Source: an optimization exercise on an open RTL-to-GDS flow (aim: small area). Production flows keep margins and buffers that such runs may drop. Where RTL was checked, it was by simulation tests only, not by an equivalence proof against the original. Power is estimated from default activity; no workload was simulated.

## alpha
==> flow/design.v (excerpt) <==
module USFFT64_2B ( CLK ,RST ,ED ,START ,SHIFT ,DR ,DI ,RDY ,OVF1 ,OVF2 ,ADDR ,DOR ,DOI );
Size: about 75 I/O pins, ~0.28 mm² of cells after synthesis.
Settings: LEC_CHECK=0, ABC_CLOCK_PERIOD_IN_PS=10000, CAP_MARGIN=20, CORE_MARGIN=2, CORE_UTILIZATION=45, CTS_BUF_LIST=sky130_fd_sc_hd__clkbuf_8, CTS_CLUSTER_DIAMETER=45, CTS_CLUSTER_SIZE=16, PLACE_DENSITY=0.55, SLEW_MARGIN=20; clock period 10.0 ns.
run.sh (not shown) runs the stock make flow with config.mk's settings and CLKGATE_MAP_FILE= SYNTH_SCRIPT=/design/flow/synth_recipe.tcl, a recipe that flattens the netlist after the stock synthesis.
For beta, these inputs were changed with respect to alpha:
# alpha
export LEC_CHECK = 0
export ABC_CLOCK_PERIOD_IN_PS = 10000
export CAP_MARGIN = 20
export CORE_MARGIN = 2
export CORE_UTILIZATION = 45
export CTS_BUF_LIST = sky130_fd_sc_hd__clkbuf_8
export CTS_CLUSTER_DIAMETER = 45
export CTS_CLUSTER_SIZE = 16
export PLACE_DENSITY = 0.55
export SLEW_MARGIN = 20
create_clock -name core_clock -period 10.0 [get_ports {CLK}]
# beta
export LEC_CHECK = 0
export CAP_MARGIN = 20
export CORE_MARGIN = 2
export CORE_UTILIZATION = 45
export CTS_BUF_LIST = sky130_fd_sc_hd__clkbuf_8
export CTS_CLUSTER_DIAMETER = 45
export CTS_CLUSTER_SIZE = 16
export PLACE_DENSITY = 0.55
export SLEW_MARGIN = 20
create_clock -name core_clock -period 10.0 [get_ports {CLK}]
### Flow results
Die area came out exactly the same in alpha and beta.
Diff alpha..beta | minimum setup slack in the final design | unchanged
The buffer levels on the longest clock path was comparable across alpha and beta.
alpha → beta: number of cells on the critical path has remained practically unchanged, clock power has remained practically unchanged.
The utilization after layout was comparable across alpha and beta.
Inputs modified between beta and gamma:
# beta
export LEC_CHECK = 0
export CAP_MARGIN = 20
export CORE_MARGIN = 2
export CORE_UTILIZATION = 45
export CTS_BUF_LIST = sky130_fd_sc_hd__clkbuf_8
export CTS_CLUSTER_DIAMETER = 45
export CTS_CLUSTER_SIZE = 16
export PLACE_DENSITY = 0.55
export SLEW_MARGIN = 20
create_clock -name core_clock -period 10.0 [get_ports {CLK}]
# gamma
export LEC_CHECK = 0
export CAP_MARGIN = 20
export CORE_MARGIN = 2
export CORE_UTILIZATION = 55
export CTS_BUF_LIST = sky130_fd_sc_hd__clkbuf_8
export CTS_CLUSTER_DIAMETER = 45
export CTS_CLUSTER_SIZE = 16
export PLACE_DENSITY = 0.65
export SLEW_MARGIN = 20
create_clock -name core_clock -period 10.0 [get_ports {CLK}]
[summary]
- gamma did not stop at any stage, and its layout met the timing, DRC and antenna checks.
- Of beta and gamma, the lower total core area belongs to gamma.
- Of beta and gamma, the run reporting the lower global-route usage was beta.
- In the route summary, gamma ends up with a via count below that of beta.
- Est. power | gamma vs beta | gamma lower
Input-level comparison between delta and gamma:
# gamma
export LEC_CHECK = 0
export CAP_MARGIN = 20
export CORE_MARGIN = 2
export CORE_UTILIZATION = 55
export CTS_BUF_LIST = sky130_fd_sc_hd__clkbuf_8
export CTS_CLUSTER_DIAMETER = 45
export CTS_CLUSTER_SIZE = 16
export PLACE_DENSITY = 0.65
export SLEW_MARGIN = 20
create_clock -name core_clock -period 10.0 [get_ports {CLK}]
# delta
export LEC_CHECK = 0
export CAP_MARGIN = 20
export CORE_MARGIN = 2
export CORE_UTILIZATION = 45
export CTS_BUF_LIST = sky130_fd_sc_hd__clkbuf_8
export CTS_CLUSTER_DIAMETER = 40
export CTS_CLUSTER_SIZE = 20
export PLACE_DENSITY = 0.55
export SLEW_MARGIN = 20
create_clock -name core_clock -period 10.0 [get_ports {CLK}]
## What came out
delta: full flow OK, the timing, DRC and antenna checks passed. Compared with gamma, delta shows a layout overhead on the synthesized area that is 3.4 points higher. First-iteration DRC count, gamma and delta, higher one = gamma. gamma has higher sequential share of layout area than delta. From gamma to delta the numbers moved as follows: final cell count without fillers shows an increase of 2106, path length in cells of the critical path shows an increase of about 2.8%. Measured against gamma, the layout buffer count excluding clock buffers of delta comes out at 1.10 times the reference value. Compared with gamma, in delta time the final worst path needs with I/O delays and setup now larger; final cell utilization of the core went down by 9.4 points; clock power rose 34%.

* * *

Another version of the RTL of USFFT64_2B (not shown whole).
Size: ~17000 cells after synthesis, about 7200 flip-flops, roughly 75 I/O pins, ~300000 sq um of cells after synthesis.
Settings: LEC_CHECK=0, CAP_MARGIN=20, CORE_MARGIN=2, CORE_UTILIZATION=45, CTS_BUF_LIST=sky130_fd_sc_hd__clkbuf_16, CTS_CLUSTER_DIAMETER=60, CTS_CLUSTER_SIZE=30, PLACE_DENSITY=0.55, SLEW_MARGIN=20; clock period 10.0 ns.
The baseline completed with no timing, DRC or antenna violations.
==> next run, changes <==
Settings changed: CTS_BUF_LIST sky130_fd_sc_hd__clkbuf_16 to sky130_fd_sc_hd__clkbuf_8, CTS_CLUSTER_DIAMETER 60 to 45, CTS_CLUSTER_SIZE 30 to 16.
What happened: The changed run completed without violations; synthesized area is unchanged; final cell count goes up slightly; combinational power stays flat.
Function was not checked in any run of this note: the RTL went through the layout flow alone.

* * *

## job 101
USFFT64_2B, a different RTL version from the one above (not shown whole).
Size: ~17,000 cells after synthesis, about 7,200 flip-flops, ~75 I/O pins, about 290,000 sq um of cells after synthesis.
Settings: LEC_CHECK=0, CAP_MARGIN=20, CORE_MARGIN=2, CORE_UTILIZATION=45, CTS_BUF_LIST=sky130_fd_sc_hd__clkbuf_8, CTS_CLUSTER_DIAMETER=35, CTS_CLUSTER_SIZE=22, PLACE_DENSITY=0.55, SLEW_MARGIN=20; clock period 10.0 ns.
Job 101: PASS, flow complete, no timing, DRC or antenna violations
Edits applied to the flow inputs when going from job 101 to job 102:
Settings: CTS_CLUSTER_DIAMETER changed from 35 to 45; CTS_CLUSTER_SIZE changed from 22 to 16.
- Taking job 101 as the reference, in job 102 fraction of layout instances using a drive strength above 1 lower, total power after layout lower, register-to-register slack higher.
- Total routed wirelength was higher in job 101 than in job 102.
- For job 101, the timing startpoint of the critical path was U_FFT2.pa[7]$_SDFFE_PP0P_, unlike job 102, where it was U_FFT2.pa[6]$_SDFFE_PP0P_.
- Clock-buffer cell count went down by more than a quarter going from job 101 to job 102.
- Summary — highest ir drop seen on vdd, job 102 relative to job 101: higher, by 6.9%.

-- port drivers added, routing unchanged --
The results above use ideal ports. As a check the final layouts listed here were re-extracted and re-timed, cells and wires unchanged. Step 1: set_driving_cell puts a clkbuf_16 on CLK and a buf_2 on each other input, an assumption about the parent block. Step 2 also shifts input and output timing later by t, the mid clock arrival at the registers, as if the neighbouring blocks saw the same clock. a / b / c = ideal ports / drivers / drivers and shift; a / b = the first two.
run	t (ns)	slack for setup (ns)	worst setup path after step 2	pins driven straight from the clock port
alpha	1.389	0.279 / 0.279 / 0.279	register to register	1
beta	1.389	0.279 / 0.279 / 0.279	register to register	1
gamma	1.361	0.366 / 0.366 / 0.366	register to register	1
delta	1.414	0.279 / 0.279 / 0.279	register to register	1
the first run of note 2	1.228	0.462 / 0.462 / 0.462	register to register	1
the second run of note 2	1.462	0.381 / 0.381 / 0.381	register to register	1
job 101	1.431	0.332 / 0.332 / 0.332	register to register	1
job 102	1.407	0.406 / 0.406 / 0.406	register to register	1
After both steps every run listed still meets setup and hold.
